Context: an optimization exercise on an open-source flow, tuned for small area. The choices shown serve that exercise and are no tape-out recipe.
Function was checked by simulation only, so behaviour that the tests miss may differ from the original.
No activity file was given, so power comes from the tool's default toggle rates.

## try-violet
## uart
module uart (
    clk,
    reset,
    address,
    chipselect,
    writedata,
    readdata,
    write,
    read,
    uart_clk_out,
    uart_rx,
    uart_tx
);
    input   clk, reset;
    input            read, write, chipselect;
    input [2:0]      address;
    input [31:0]     writedata;
    output reg [31:0] readdata;
    input        uart_rx;
    output       uart_clk_out;
    output       uart_tx;
    reg [6:0]  STATUS;
    reg [31:0] CONTROL;
    reg [31:0] BRD;
    reg last_write;
    reg last_read;
    reg rdFIFO;
    reg W1C_STROBE;
    reg clr_rxo, clr_txo, clr_fe;
    wire [8:0] rx_head;
    wire [8:0] tx_word;
    wire [2:0] states_txfifo;
    wire [2:0] states_rxfifo;
    wire       FE;
    wire sel = chipselect;
    wire wr_data = write && sel && (address == 3'd0) && !last_write;
    wire wr_stat = write && sel && (address == 3'd1) && !W1C_STROBE;
    wire wr_ctrl = write && sel && (address == 3'd2);
    wire wr_brd  = write && sel && (address == 3'd3);
    wire rd_data = read && sel && (address == 3'd0) && !last_read;
    always @ (posedge clk or posedge reset)
    begin
        if (reset)
        begin
            last_write <= 1'b0;
            last_read  <= 1'b0;
        end
        else
        begin
            last_write <= write;
            last_read  <= read;
        end
    end
    always @ (posedge clk or posedge reset)
    begin
        if (reset)
        begin
            readdata <= 32'b0;
            rdFIFO   <= 1'b0;
        end
        else
        begin
            rdFIFO <= rd_data;
  ...
For scale: roughly 1500 cells after synthesis, ~520 flip-flops, about 18000 µm² of cells after synthesis.
clock: 10.0 ns
lec_check: 0
cap_margin: 20
core_margin: 2
core_utilization: 65
gpl_routability_driven: 0
gpl_timing_driven: 0
place_density: 0.75
slew_margin: 20
standard.sh (not shown) runs the stock make flow with config.mk's settings and CLKGATE_MAP_FILE= SYNTH_SCRIPT=/design/flow/synth_recipe.tcl, a recipe that flattens the netlist after the stock synthesis.
==> flow/flow/run.sh <==
#!/bin/bash
# Own layout flow: the standard ORFS flow (standard.sh, the standard flow's synthesis
# script) with these changes:
#  - Yosys's ABC step maps for area (flow/abc_area.script in place of ORFS's
#    abc_speed.script; the registers are mapped before ABC and do not change);
#  - port buffers use the smallest buffer (buf_1) instead of clkdlybuf4s50_1;
#  - clock tree: clkbuf_8 leaf buffers, 18-sink clusters, no dummy loads.
set -euo pipefail
here=$(pwd)
rm -rf "$here/scripts"
cp -r "$FLOW_HOME/scripts" "$here/scripts"
cp "$here/flow/abc_area.script" "$here/scripts/abc_speed.script"
export SCRIPTS_DIR="$here/scripts"
export BUFFER_PORTS_ARGS="-buffer_cell sky130_fd_sc_hd__buf_1"
export CTS_ARGS="-sink_clustering_enable -repair_clock_nets -dont_use_dummy_load -buf_list sky130_fd_sc_hd__clkbuf_8 -sink_clustering_size 18 -sink_clustering_max_diameter 60"
bash standard.sh > standard_flow.log 2>&1
==> flow/flow/abc_area.script <==
strash
dch -f
amap
diff inputs: try-violet => try-nickel
Settings: GPL_TIMING_DRIVEN no longer set, was 0; SLEW_MARGIN now 0, was 20; GPL_ROUTABILITY_DRIVEN no longer set, was 0; CAP_MARGIN now 0, was 20.
--- outcome ---
- Per the comparison of try-nickel with try-violet, combinational share of power was more or less identical, clock power went down by about 0.9%.
- Clock network area share essentially unchanged between try-nickel and try-violet.
- Relative to try-violet, the final cell area reported for try-nickel is lower.
- Wire length down about 0.9% in try-nickel wrt try-violet
- As of try-nickel, number of standard cells in the layout, taps in and fillers out had fallen slightly compared to try-violet.
- In the metrics for try-nickel and try-violet, the one carrying the higher final hold slack is try-violet.
- Any difference in clock share of power between try-violet and try-nickel is small enough to ignore.
## Diff of input files: try-fjord against try-nickel
Settings: a change of PLACE_DENSITY from 0.75 to 0.8; a change of CAP_MARGIN from 0 to 20; a change of SLEW_MARGIN from 0 to 20; a change of CORE_UTILIZATION from 65 to 72.
## What came out
Between try-nickel and try-fjord, the difference in area taken by multi-input logic gates is negligible. The placer's final routability congestion estimate of try-fjord exceeds that of try-nickel by about 3.7%. try-fjord vs. try-nickel: power share of the combinational group held; worst stage delay on the critical path held; time the worst path needs with I/O delays and setup went up 0.14 ns. Between try-nickel and try-fjord, global-route wire length before repair increased. Number of enable-type register cells in the synthesized netlist: try-nickel vs try-fjord identical. [try-fjord] hold slack rose 0.0095 ns relative to try-nickel.
> inputs changed (try-fjord -> try-tundra)
Settings: PLACE_DENSITY now 0.75, was 0.8; CORE_UTILIZATION now 65, was 72.
==> run notes <==
The hold slack of try-tundra and that of try-fjord are within noise of each other. Via count of the first global-routing pass shrinks by a few percent when moving from try-fjord to try-tundra. Against try-fjord, cell area in try-tundra came out worse. Diff try-fjord..try-tundra | register area | unchanged. try-tundra against try-fjord: sequential share of layout area went down 0.25 points; wire length went down about 1.2%; critical path depth held.

---

job 1356:
uart, a different RTL version from the one above (not shown whole).
Size in the first run: ~1300 cells after synthesis, ~490 flip-flops, about 75 I/O pins.
clock: 10.0 ns
lec_check: 0
cap_margin: 20
core_margin: 2
core_utilization: 65
place_density: 0.75
slew_margin: 20
==> flow/flow/run.sh <==
#!/bin/bash
# Own layout flow: the standard ORFS flow (standard.sh, the standard flow's synthesis
# script) with these changes:
#  - Yosys's ABC step maps for area (flow/abc_area.script in place of ORFS's
#    abc_speed.script; the registers are mapped before ABC and do not change);
#  - port buffers use the smallest buffer (buf_1) instead of clkdlybuf4s50_1;
#  - clock tree: clkbuf_8 leaf buffers, 14-sink clusters, no dummy loads.
set -euo pipefail
here=$(pwd)
rm -rf "$here/scripts"
cp -r "$FLOW_HOME/scripts" "$here/scripts"
cp "$here/flow/abc_area.script" "$here/scripts/abc_speed.script"
export SCRIPTS_DIR="$here/scripts"
export BUFFER_PORTS_ARGS="-buffer_cell sky130_fd_sc_hd__buf_1"
export CTS_ARGS="-sink_clustering_enable -repair_clock_nets -dont_use_dummy_load -buf_list sky130_fd_sc_hd__clkbuf_8 -sink_clustering_size 18 -sink_clustering_max_diameter 60"
bash standard.sh > standard_flow.log 2>&1
==> flow/flow/abc_area.script <==
&get -n
&st
&dch
&nf -R 1000
&put
--- input diff job 1356..job 2865 ---
diff --git a/flow/flow/run.sh b/flow/flow/run.sh
--- a/flow/flow/run.sh
+++ b/flow/flow/run.sh
@@ -15 +15 @@
-export CTS_ARGS="-sink_clustering_enable -repair_clock_nets -dont_use_dummy_load -buf_list sky130_fd_sc_hd__clkbuf_8 -sink_clustering_size 18 -sink_clustering_max_diameter 60"
+export CTS_ARGS="-sink_clustering_enable -repair_clock_nets -dont_use_dummy_load -buf_list sky130_fd_sc_hd__clkbuf_8 -sink_clustering_size 14 -sink_clustering_max_diameter 50"
==> flow/flow/abc_area.script <==
strash
dch -f
amap
Notes after the runs:
- Delta (job 2865 minus job 1356): layout clock buffer count increased by about 30% relative to the old numbers; proportion of final cell area spent on non-clock buffers ~0 delta; post-route cell area comparable.
- Summary of job 2865 over job 1356: post-synthesis area per instance saw a decrease; sequential cell count held steady.
- Compared with job 1356, the detailed router inserted more vias in job 2865.
- Comparing job 2865 with job 1356, the sequential share of layout area came out essentially unchanged.
- As of job 2865, maximum number of pins on one net before global-route repair had risen by more than 10% compared to job 1356.
- Going from job 1356 to job 2865, setup slack -0.55 ns, layout filler cell count +about 2.5%.
- multiplexers as the main combinational cell family by area after synthesis was reported by job 1356, and compound AO/OA/AOI/OAI gates by job 2865.

==> re-timing with driven ports <==
The results above use ideal ports. As a check the final layouts listed here were re-extracted and re-timed, cells and wires unchanged. Step 1 (the two cells are an assumption about what drives the block):
set clk [get_ports {clk}]
set_driving_cell -lib_cell sky130_fd_sc_hd__clkbuf_16 $clk
set_driving_cell -lib_cell sky130_fd_sc_hd__buf_2 [delete_from_list [all_inputs] $clk]
Step 2 adds t to the input delays and takes it off the output delays; t is the mean of the earliest and latest rising clock arrival at the registers after step 1. Input paths then give back, and output paths get back, about the clock's delay inside the block. Slacks: ideal / step 1 / step 2; pairs: ideal / step 1.
run	shift t [ns]	slack for setup (ns)	worst setup path after step 2
try-violet	0.578	3.406 / 3.406 / 3.406	register to register
try-nickel	0.590	4.136 / 4.136 / 4.136	register to register
try-fjord	0.593	3.997 / 3.997 / 3.997	register to register
try-tundra	0.592	4.120 / 4.120 / 4.120	register to register
job 1356	0.609	5.561 / 5.561 / 5.230	input to register
job 2865	0.600	5.015 / 5.015 / 4.474	input to register
After both steps every run listed still meets setup and hold. For job 2865, which loses most, drivers alone change the setup slack by 0.000 ns; drivers and shift together by -0.541 ns.
